Background: an optimization exercise with open tools, aiming at small area. Do not read the settings as production practice. RTL that was checked went through simulation tests only; none was proved equivalent to the original.

job 101:
==> flow/design.v (excerpt) <==
module lcd_renderer (
  input clk,
  input rst_n,
  input [99:0] game_table,
  output LCD_rst,
  output [1:0] LCD_cs,
  output LCD_rw,
  output LCD_di,
  output [7:0] LCD_data,
  output LCD_en
);
==> module LCD_control, before the edit <==
module LCD_control (
  input wire clk,
  input wire rst_n,
  input wire [7:0] tap,      
  input wire ready,          
  output wire data_valid,    
  output wire [3:0] col,     
  output wire y_last,
  output wire x_last,
  output wire init,
  output wire LCD_di,
  output wire LCD_rw,
  output reg LCD_en,
  output wire LCD_rst,
  output wire [1:0] LCD_cs,
  output reg [7:0] LCD_data
);
  localparam [3:0] SETDSL = 4'b0000, E_X0 = 4'b0001, E_Y = 4'b0010, E_D0 = 4'b0011,
                   SETY = 4'b0100, IDLE = 4'b0101, D_D0 = 4'b0110, D_D1 = 4'b0111,
                   SETX = 4'b1000, E_X1 = 4'b1001, E_D = 4'b1011,
                   D_X = 4'b1101, D_D = 4'b1111;
  assign LCD_rst = rst_n;
  assign LCD_cs = 2'b10;
  assign LCD_rw = 1'b0;
  reg [3:0] state;
  assign LCD_di = state[3];
  reg [2:0] x_cnt;
  reg [3:0] yb;
  reg [2:0] ym;
  wire data_st = (state[2:0] == 3'b111);         
  assign data_valid = ready && data_st && !LCD_en;
  assign y_last = (yb == 4'd11) && ym[2] && ym[0];         
  assign x_last = (x_cnt == 3'd7);
  assign init = !state[2];
  assign col = yb;
  wire border = (yb == 4'd0) || (yb == 4'd11);
  wire first_byte = ym[1] && !ym[2];                        
  wire [7:0] rowmask = (x_cnt == 3'd0) ? 8'b0000_0011 : (x_cnt == 3'd7) ? 8'b1100_0000 : 8'b0;
  reg [7:0] cmd;
  always @* begin
    case (state)
      SETDSL:     cmd = 8'hc0;
      E_X0, E_X1, D_X, SETX: cmd = {5'b10111, x_cnt};    
      E_Y, SETY:  cmd = 8'h40;
      IDLE:       cmd = 8'h3f;
      default:    cmd = 8'h00;    
    endcase
  end
  wire load = !LCD_en && (state[2:1] == 2'b11 ? (data_valid && (border || first_byte)) : 1'b1);
  wire [7:0] data_next = data_st ? (tap | rowmask | {8{border}}) : cmd;
  always @(posedge clk or negedge rst_n) begin
    if (!rst_n) begin
      LCD_data <= 8'h00;
      LCD_en <= 1'b1;
      state <= SETDSL;
      x_cnt <= 3'd0;
      yb <= 4'd0;
      ym <= 3'b000;
    end else begin
      LCD_en <= ~LCD_en;
      if (load) LCD_data <= data_next;
      if (!LCD_en) begin
        case (state)
          SETDSL: state <= E_X0;
          E_X0, E_X1: state <= E_Y;
          E_Y:    state <= E_D0;
          E_D0, E_D: begin
            state <= E_D;
            if (y_last) begin
              x_cnt <= x_cnt + 1'b1;
              state <= x_last ? SETX : E_X1;
            end
          end
          SETX:   state <= SETY;
          SETY:   state <= IDLE;
          IDLE:   state <= D_D0;
          D_D0:   state <= D_D1;    
          D_D1, D_D: begin
            if (data_valid) begin
              state <= D_D;
              if (y_last) begin
                x_cnt <= x_cnt + 1'b1;
                state <= D_X;
              end
            end
          end
          D_X:    state <= (x_cnt == 3'd0) ? IDLE : D_D1;
          default: ;
        endcase
        if ((state[2:0] == 3'b011) || data_valid) begin    
          if (y_last) begin
            yb <= 4'd0; ym <= 3'b000;
          end else begin
            ym <= {ym[1:0], ~ym[2]};
            if (ym[0] && !ym[1]) yb <= yb + 1'b1;    
          end
        end
      end
    end
  end
endmodule
clock: 10.0 ns
lec_check: 0
cap_margin: 20
core_margin: 2
core_utilization: 70
slew_margin: 20
buffer_ports_args: -buffer_cell sky130_fd_sc_hd__buf_1
cts_args: -sink_clustering_enable -repair_clock_nets -dont_use_dummy_load -buf_list sky130_fd_sc_hd__clkbuf_4 -sink_clustering_size 10 -sink_clustering_max_diameter 30
standard.sh (not shown) runs the stock make flow with config.mk's settings and CLKGATE_MAP_FILE= SYNTH_SCRIPT=/design/flow/synth_recipe.tcl, a recipe that flattens the netlist after the stock synthesis.
==> flow/flow/run.sh <==
#!/bin/bash
set -euo pipefail
cat >> config.mk <<'C'
export BUFFER_PORTS_ARGS = -buffer_cell sky130_fd_sc_hd__buf_1
export CTS_ARGS = -sink_clustering_enable -repair_clock_nets -dont_use_dummy_load -buf_list sky130_fd_sc_hd__clkbuf_4 -sink_clustering_size 10 -sink_clustering_max_diameter 30
C
bash standard.sh finish > make.log 2>&1
Job 101: all stages complete, timing, DRC and antenna checks passed
[inputs] job 102 vs job 101
--- a/flow/design.v
+++ b/flow/design.v
@@ -95,50 +95,49 @@
   output wire [3:0] col,     
   output wire y_last,
   output wire x_last,
   output wire init,
-  output wire LCD_di,
+  output reg LCD_di,
   output wire LCD_rw,
   output reg LCD_en,
   output wire LCD_rst,
   output wire [1:0] LCD_cs,
   output reg [7:0] LCD_data
 );
-  localparam [3:0] SETDSL = 4'b0000, E_X0 = 4'b0001, E_Y = 4'b0010, E_D0 = 4'b0011,
-                   SETY = 4'b0100, IDLE = 4'b0101, D_D0 = 4'b0110, D_D1 = 4'b0111,
-                   SETX = 4'b1000, E_X1 = 4'b1001, E_D = 4'b1011,
-                   D_X = 4'b1101, D_D = 4'b1111;
+  localparam [3:0] SETDSL = 4'd0, E_X = 4'd1, E_Y = 4'd2, E_D = 4'd3,
+                   SETX = 4'd4, SETY = 4'd5, IDLE = 4'd6, D_D = 4'd7, D_X = 4'd8, D_D0 = 4'd9;
   assign LCD_rst = rst_n;
   assign LCD_cs = 2'b10;
   assign LCD_rw = 1'b0;
   reg [3:0] state;
-  assign LCD_di = state[3];
   reg [2:0] x_cnt;
   reg [3:0] yb;
   reg [2:0] ym;
-  wire data_st = (state[2:0] == 3'b111);         
-  assign data_valid = ready && data_st && !LCD_en;
+  assign data_valid = ready && (state == D_D) && !LCD_en;
   assign y_last = (yb == 4'd11) && ym[2] && ym[0];         
   assign x_last = (x_cnt == 3'd7);
-  assign init = !state[2];
+  assign init = (state == SETDSL) || (state == E_X) || (state == E_Y) || (state == E_D);
   assign col = yb;
   wire border = (yb == 4'd0) || (yb == 4'd11);
   wire first_byte = ym[1] && !ym[2];                        
   wire [7:0] rowmask = (x_cnt == 3'd0) ? 8'b0000_0011 : (x_cnt == 3'd7) ? 8'b1100_0000 : 8'b0;
   reg [7:0] cmd;
   always @* begin
     case (state)
       SETDSL:     cmd = 8'hc0;
-      E_X0, E_X1, D_X, SETX: cmd = {5'b10111, x_cnt};    
+      E_X, D_X:   cmd = {5'b10111, x_cnt};
       E_Y, SETY:  cmd = 8'h40;
+      SETX:       cmd = 8'hb8;
       IDLE:       cmd = 8'h3f;
       default:    cmd = 8'h00;    
     endcase
   end
-  wire load = !LCD_en && (state[2:1] == 2'b11 ? (data_valid && (border || first_byte)) : 1'b1);
+  wire data_st = (state == D_D) || (state == D_D0);
+  wire load = !LCD_en && (data_st ? (data_valid && (border || first_byte)) : 1'b1);
   wire [7:0] data_next = data_st ? (tap | rowmask | {8{border}}) : cmd;
   always @(posedge clk or negedge rst_n) begin
     if (!rst_n) begin
+      LCD_di <= 1'b0;
       LCD_data <= 8'h00;
       LCD_en <= 1'b1;
       state <= SETDSL;
       x_cnt <= 3'd0;
@@ -148,35 +147,38 @@
       LCD_en <= ~LCD_en;
       if (load) LCD_data <= data_next;
       if (!LCD_en) begin
         case (state)
-          SETDSL: state <= E_X0;
-          E_X0, E_X1: state <= E_Y;
-          E_Y:    state <= E_D0;
-          E_D0, E_D: begin
-            state <= E_D;
+          SETDSL: begin LCD_di <= 1'b0; state <= E_X; end
+          E_X:    begin LCD_di <= 1'b0; state <= E_Y; end
+          E_Y:    begin LCD_di <= 1'b0; state <= E_D; end
+          E_D: begin
+            LCD_di <= 1'b1;
             if (y_last) begin
               x_cnt <= x_cnt + 1'b1;
-              state <= x_last ? SETX : E_X1;
+              state <= x_last ? SETX : E_X;
             end
           end
-          SETX:   state <= SETY;
-          SETY:   state <= IDLE;
-          IDLE:   state <= D_D0;
-          D_D0:   state <= D_D1;    
-          D_D1, D_D: begin
+          SETX:   begin LCD_di <= 1'b0; state <= SETY; end
+          SETY:   begin LCD_di <= 1'b0; state <= IDLE; end
+          IDLE:   begin LCD_di <= 1'b0; state <= D_D0; end
+          D_D0:   state <= D_D;    
+          D_D: begin
             if (data_valid) begin
-              state <= D_D;
+              LCD_di <= 1'b1;
               if (y_last) begin
                 x_cnt <= x_cnt + 1'b1;
                 state <= D_X;
               end
             end
           end
-          D_X:    state <= (x_cnt == 3'd0) ? IDLE : D_D1;
+          D_X: begin
+            LCD_di <= 1'b0;
+            state <= (x_cnt == 3'd0) ? IDLE : D_D;
+          end
           default: ;
         endcase
-        if ((state[2:0] == 3'b011) || data_valid) begin    
+        if ((state == E_D) || (state == D_D && data_valid)) begin
           if (y_last) begin
             yb <= 4'd0; ym <= 3'b000;
           end else begin
             ym <= {ym[1:0], ~ym[2]};
==> comparison <==
- Per the comparison of job 102 with job 101, vertical die dimension flat; wire length up about 10%; post-placement cell area up 0.58%; number of clock-tree buffers in the layout down 2.3%; via count of the first global-routing pass up 4.2%.
The RTL of job 102 was laid out without a check of its function.

==> what the ideal ports hide <==
Ports are ideal in the flow. The routed layouts listed here were re-timed in OpenROAD. Step 1: set_driving_cell puts a clkbuf_16 on clk and a buf_2 on each other input, an assumption about the parent block. Step 2 moves the port delays by t, midway between the first and last clock arrival at a register: inputs arrive t later, outputs are due t later. That takes back most of the time a late clock gives input paths. Slacks: ideal ports / drivers / drivers and shift; pairs: ideal ports / drivers.
run	t, ns	setup slack, ns	hold slack, ns
job 101	0.699	5.205 / 5.184 / 5.184	0.266 / 0.266 / 0.266
job 102	0.694	5.183 / 5.161 / 5.161	0.282 / 0.282 / 0.282
After both steps setup and hold are still met in every run listed. For job 102, which loses most, drivers alone change the setup slack by -0.022 ns; drivers and shift together by -0.022 ns.
